This is an optimization exercise on Yosys and OpenROAD, whose aim is small area, not a production implementation.
Function was checked by simulation only, so behaviour that the tests miss may differ from the original.
No driver is modelled on the clock port, so clocking that relies on it looks cheaper here than on a real chip.
Power and IR drop assume default switching activity.

## run A
## ethernet_top
module ethernet_top
  (
    input        CLK,
    input        RST_N,
    output       M_CLK,
    input        M_DATA,
    output       M_LRSEL,
    output       ETH_MDC,
    output       ETH_RSTN,
    output       ETH_TXEN,
    output [1:0] ETH_TXD
   );
Size in the first run: roughly 1200 cells after synthesis, roughly 19000 um^2 of cells after synthesis.
Settings: LEC_CHECK=0, CAP_MARGIN=20, CORE_MARGIN=2, CORE_UTILIZATION=75, CTS_BUF_LIST=sky130_fd_sc_hd__clkbuf_8, CTS_CLUSTER_DIAMETER=60, CTS_CLUSTER_SIZE=18, SLEW_MARGIN=20, SYNTH_MEMORY_MAX_BITS=8192; clock period 10.0 ns.
standard.sh (not shown) runs the stock make flow with config.mk's settings and CLKGATE_MAP_FILE= SYNTH_SCRIPT=/design/flow/synth_recipe.tcl, a recipe that flattens the netlist after the stock synthesis.
==> flow/flow/run.sh <==
#!/bin/bash
# Standard ORFS layout (the standard.sh, standard synthesis unchanged) with these changes:
#  - port buffers are buf_1 cells;
#  - before clock tree synthesis, logic cells go back to drive strength 1 and are downsized
#    where slack allows (flow/pre_cts.tcl);
#  - clock tree synthesis without dummy loads: clusters of up to 21 flip-flops within 50 um,
#    each driven by a clkbuf_8, with clkbuf_4 cells above them.
# The full make output goes to standard.log here; ORFS keeps each step's log under orfs/logs.
set -euo pipefail
export CTS_ARGS="-sink_clustering_enable -repair_clock_nets -dont_use_dummy_load -sink_clustering_size 21 -sink_clustering_max_diameter 50 -buf_list sky130_fd_sc_hd__clkbuf_8 -sink_clustering_buffer sky130_fd_sc_hd__clkbuf_8 -tree_buf sky130_fd_sc_hd__clkbuf_4 -root_buf sky130_fd_sc_hd__clkbuf_4"
export BUFFER_PORTS_ARGS="-buffer_cell sky130_fd_sc_hd__buf_1"
export PRE_CTS_TCL="$PWD/flow/pre_cts.tcl"
bash standard.sh > standard.log 2>&1
==> flow/flow/pre_cts.tcl <==
# Before clock tree synthesis, with several ns of setup slack everywhere:
# logic cells that the mapper sized above drive strength 1 go back to their
# _1 variant (flip-flops, buffers and inverters are left alone), design rules
# are repaired, and cells are downsized further where slack allows.
set n_swapped 0
foreach inst [get_cells *] {
  set m [get_property $inst ref_name]
  if {[regexp {^sky130_fd_sc_hd__(\w+)_(2|4|6|8|12|16)$} $m -> fn sz]} {
    if {[regexp {^(clkbuf|buf|bufinv|inv|clkinv|clkinvlp|dfxtp|dfrtp|dfstp|edfxtp|dlygate|clkdlybuf|dly|conb|sdf|dfx|dfr|dfs|dfb|edf|dl)} $fn]} { continue }
    set target "sky130_fd_sc_hd__${fn}_1"
    if {[llength [get_lib_cells -quiet */$target]] == 0} { continue }
    replace_cell $inst $target
    incr n_swapped
  }
}
puts "pre_cts: $n_swapped cells set to drive strength 1"
estimate_parasitics -placement
repair_design
repair_timing -recover_power 100 -verbose
Run A finished all stages; the layout is clean.
Here is what was changed in the inputs of run B compared with run A.
- CORE_UTILIZATION changed from 75 to 77
==> flow/flow/run.sh <==
#!/bin/bash
# Standard ORFS layout (the standard.sh, standard synthesis unchanged) with these changes:
#  - port buffers are buf_1 cells;
#  - before clock tree synthesis, logic cells go back to drive strength 1 and are downsized
#    where slack allows (flow/pre_cts.tcl);
#  - clock tree synthesis without dummy loads: clusters of up to 20 flip-flops within 50 um,
#    each driven by a clkbuf_8, with clkbuf_4 cells above them.
# The full make output goes to standard.log here; ORFS keeps each step's log under orfs/logs.
set -euo pipefail
export CTS_ARGS="-sink_clustering_enable -repair_clock_nets -dont_use_dummy_load -sink_clustering_size 20 -sink_clustering_max_diameter 50 -buf_list sky130_fd_sc_hd__clkbuf_8 -sink_clustering_buffer sky130_fd_sc_hd__clkbuf_8 -tree_buf sky130_fd_sc_hd__clkbuf_4 -root_buf sky130_fd_sc_hd__clkbuf_4"
export BUFFER_PORTS_ARGS="-buffer_cell sky130_fd_sc_hd__buf_1"
export PRE_CTS_TCL="$PWD/flow/pre_cts.tcl"
bash standard.sh > standard.log 2>&1
Results
Run B against run A: initial core utilization now sits higher; synthesized instance count held; share of synthesized registers carrying an async set or reset did not really move. In the tables for run B and run A, number of standard-cell rows in the floorplan reads higher with run A. On routability congestion estimate, run B and run A are neck and neck. Comparing run B and run A, the higher total half-perimeter wirelength after legalization and detailed placement was measured on run B. In run B, the height of the die came out 1.3% below the value in run A. In the tables for run B and run A, horizontal extent of the die reads higher with run A. No final results exist for run B, since it was stopped by error DPL-0033 during 3_5_place_dp.
Changes in run C relative to run B:
- CORE_UTILIZATION now 75, was 77
==> flow/flow/run.sh <==
#!/bin/bash
# Standard ORFS layout (the standard.sh, standard synthesis unchanged) with these changes:
#  - port buffers are buf_1 cells;
#  - before clock tree synthesis, logic cells go back to drive strength 1 and are downsized
#    where slack allows (flow/pre_cts.tcl);
#  - clock tree synthesis without dummy loads: clusters of up to 21 flip-flops within 55 um,
#    each driven by a clkbuf_8, with clkbuf_4 cells above them.
# The full make output goes to standard.log here; ORFS keeps each step's log under orfs/logs.
set -euo pipefail
export CTS_ARGS="-sink_clustering_enable -repair_clock_nets -dont_use_dummy_load -sink_clustering_size 21 -sink_clustering_max_diameter 55 -buf_list sky130_fd_sc_hd__clkbuf_8 -sink_clustering_buffer sky130_fd_sc_hd__clkbuf_8 -tree_buf sky130_fd_sc_hd__clkbuf_4 -root_buf sky130_fd_sc_hd__clkbuf_4"
export BUFFER_PORTS_ARGS="-buffer_cell sky130_fd_sc_hd__buf_1"
export PRE_CTS_TCL="$PWD/flow/pre_cts.tcl"
bash standard.sh > standard.log 2>&1
Notes after the runs:
FAIL: run B; every other run in run C and run B is clean
Run B: it failed during 3_5_place_dp, and the tool reported DPL-0033.
From run B to run C, number of enable flip-flop cells after synthesis did not move at all.
From run C to run B, post-synthesis xor/xnor area fraction did not move at all.
Between run C and run B, the difference in global placer's final weighted congestion is negligible.
Of the two candidates, run B has the worse placed wire-length estimate after detailed placement and run C the better one.
Delta (run C minus run B): initial core utilization decreased 2.2 points; number of placement rows rose 1; area after synthesis essentially unchanged.
The following lists how run D was set up differently from run C:
==> flow/flow/run.sh <==
#!/bin/bash
# Standard ORFS layout (the standard.sh, standard synthesis unchanged) with these changes:
#  - port buffers are buf_1 cells;
#  - before clock tree synthesis, logic cells go back to drive strength 1 and are downsized
#    where slack allows (flow/pre_cts.tcl);
#  - clock tree synthesis without dummy loads: clusters of up to 20 flip-flops within 50 um,
#    each driven by a clkbuf_8, with clkbuf_4 cells above them.
# The full make output goes to standard.log here; ORFS keeps each step's log under orfs/logs.
set -euo pipefail
export CTS_ARGS="-sink_clustering_enable -repair_clock_nets -dont_use_dummy_load -sink_clustering_size 23 -sink_clustering_max_diameter 45 -buf_list sky130_fd_sc_hd__clkbuf_8 -sink_clustering_buffer sky130_fd_sc_hd__clkbuf_8 -tree_buf sky130_fd_sc_hd__clkbuf_4 -root_buf sky130_fd_sc_hd__clkbuf_4"
export BUFFER_PORTS_ARGS="-buffer_cell sky130_fd_sc_hd__buf_1"
export PRE_CTS_TCL="$PWD/flow/pre_cts.tcl"
bash standard.sh > standard.log 2>&1
Results
Taking run C as the reference point, the total detailed-routing wirelength of run D rises by 170 um. Run D ends up with a average wire length per cell after detail routing that is 0.68% higher than in run C. Fraction of power spent switching nets essentially unchanged between run D and run C. Diff run D..run C | clock-cell share of area | negligible. On number of vias in the routed layout, run D and run C are basically level. On non-clock buffering overhead in the final layout, run D and run C are neck and neck. Diff run C -> run D | shortest clock period the worst path allows after layout | decrease of 0.038 ns. Run D completed every stage of the flow, and the final layout passed the timing, DRC and antenna checks.
For run E, these inputs were changed with respect to run D:
-- flow/flow/run.sh --
<<< run D, line 9
set -euo pipefail
export CTS_ARGS="-sink_clustering_enable -repair_clock_nets -dont_use_dummy_load -sink_clustering_size 23 -sink_clustering_max_diameter 45 -buf_list sky130_fd_sc_hd__clkbuf_8 -sink_clustering_buffer sky130_fd_sc_hd__clkbuf_8 -tree_buf sky130_fd_sc_hd__clkbuf_4 -root_buf sky130_fd_sc_hd__clkbuf_4"
export BUFFER_PORTS_ARGS="-buffer_cell sky130_fd_sc_hd__buf_1"
>>> run E, line 9
set -euo pipefail
export CTS_ARGS="-sink_clustering_enable -repair_clock_nets -dont_use_dummy_load -sink_clustering_size 21 -sink_clustering_max_diameter 55 -buf_list sky130_fd_sc_hd__clkbuf_8 -sink_clustering_buffer sky130_fd_sc_hd__clkbuf_8 -tree_buf sky130_fd_sc_hd__clkbuf_4 -root_buf sky130_fd_sc_hd__clkbuf_4"
export BUFFER_PORTS_ARGS="-buffer_cell sky130_fd_sc_hd__buf_1"
[summary]
Between run D and run E, number of CTS-inserted buffers decreased. Diff run D -> run E | global-route wire length before repair | decrease of about 0.33%. Re data arrival at the endpoint of the critical path: run D and run E aren't equal, and the higher value belongs to run E.
The following lists how run F was set up differently from run E:
-- flow/flow/run.sh --
<<< run E, line 9
set -euo pipefail
export CTS_ARGS="-sink_clustering_enable -repair_clock_nets -dont_use_dummy_load -sink_clustering_size 21 -sink_clustering_max_diameter 55 -buf_list sky130_fd_sc_hd__clkbuf_8 -sink_clustering_buffer sky130_fd_sc_hd__clkbuf_8 -tree_buf sky130_fd_sc_hd__clkbuf_4 -root_buf sky130_fd_sc_hd__clkbuf_4"
export BUFFER_PORTS_ARGS="-buffer_cell sky130_fd_sc_hd__buf_1"
>>> run F, line 9
set -euo pipefail
export CTS_ARGS="-sink_clustering_enable -repair_clock_nets -dont_use_dummy_load -sink_clustering_size 20 -sink_clustering_max_diameter 50 -buf_list sky130_fd_sc_hd__clkbuf_8 -sink_clustering_buffer sky130_fd_sc_hd__clkbuf_8 -tree_buf sky130_fd_sc_hd__clkbuf_4 -root_buf sky130_fd_sc_hd__clkbuf_4"
export BUFFER_PORTS_ARGS="-buffer_cell sky130_fd_sc_hd__buf_1"
## What came out
Status: final area parity (run E, run F). Compared with run E, in run F design internal power went up; wire length after detailed routing went down; post-route core utilization went up; total routed wire length on the met1 layer went down. Reported for run E and run F, final count of pins violating max slew turned out identical to the last digit. Comparing run E with run F, the power per unit of standard cell area came out essentially unchanged.

## re-timing with driven ports
The results above use ideal ports. As a check the final layouts listed here were re-extracted and re-timed, cells and wires unchanged. Step 1: set_driving_cell puts a clkbuf_16 on CLK and a buf_2 on each other input, an assumption about the parent block. Step 2 adds t to the input delays and takes it off the output delays; t is the mean of the earliest and latest rising clock arrival at the registers after step 1. Input paths then give back, and output paths get back, about the clock's delay inside the block. a / b / c = ideal / step 1 / step 2; a / b = the first two.
run	t, ns	setup WS [ns]	worst setup path after step 2
run A	0.735	4.756 / 4.716 / 5.451	register to output
run C	0.754	4.723 / 4.681 / 5.434	register to output
run D	0.748	4.760 / 4.715 / 5.463	register to output
run E	0.754	4.723 / 4.681 / 5.434	register to output
run F	0.752	4.706 / 4.661 / 5.413	register to output
After both steps every run listed still meets setup and hold.
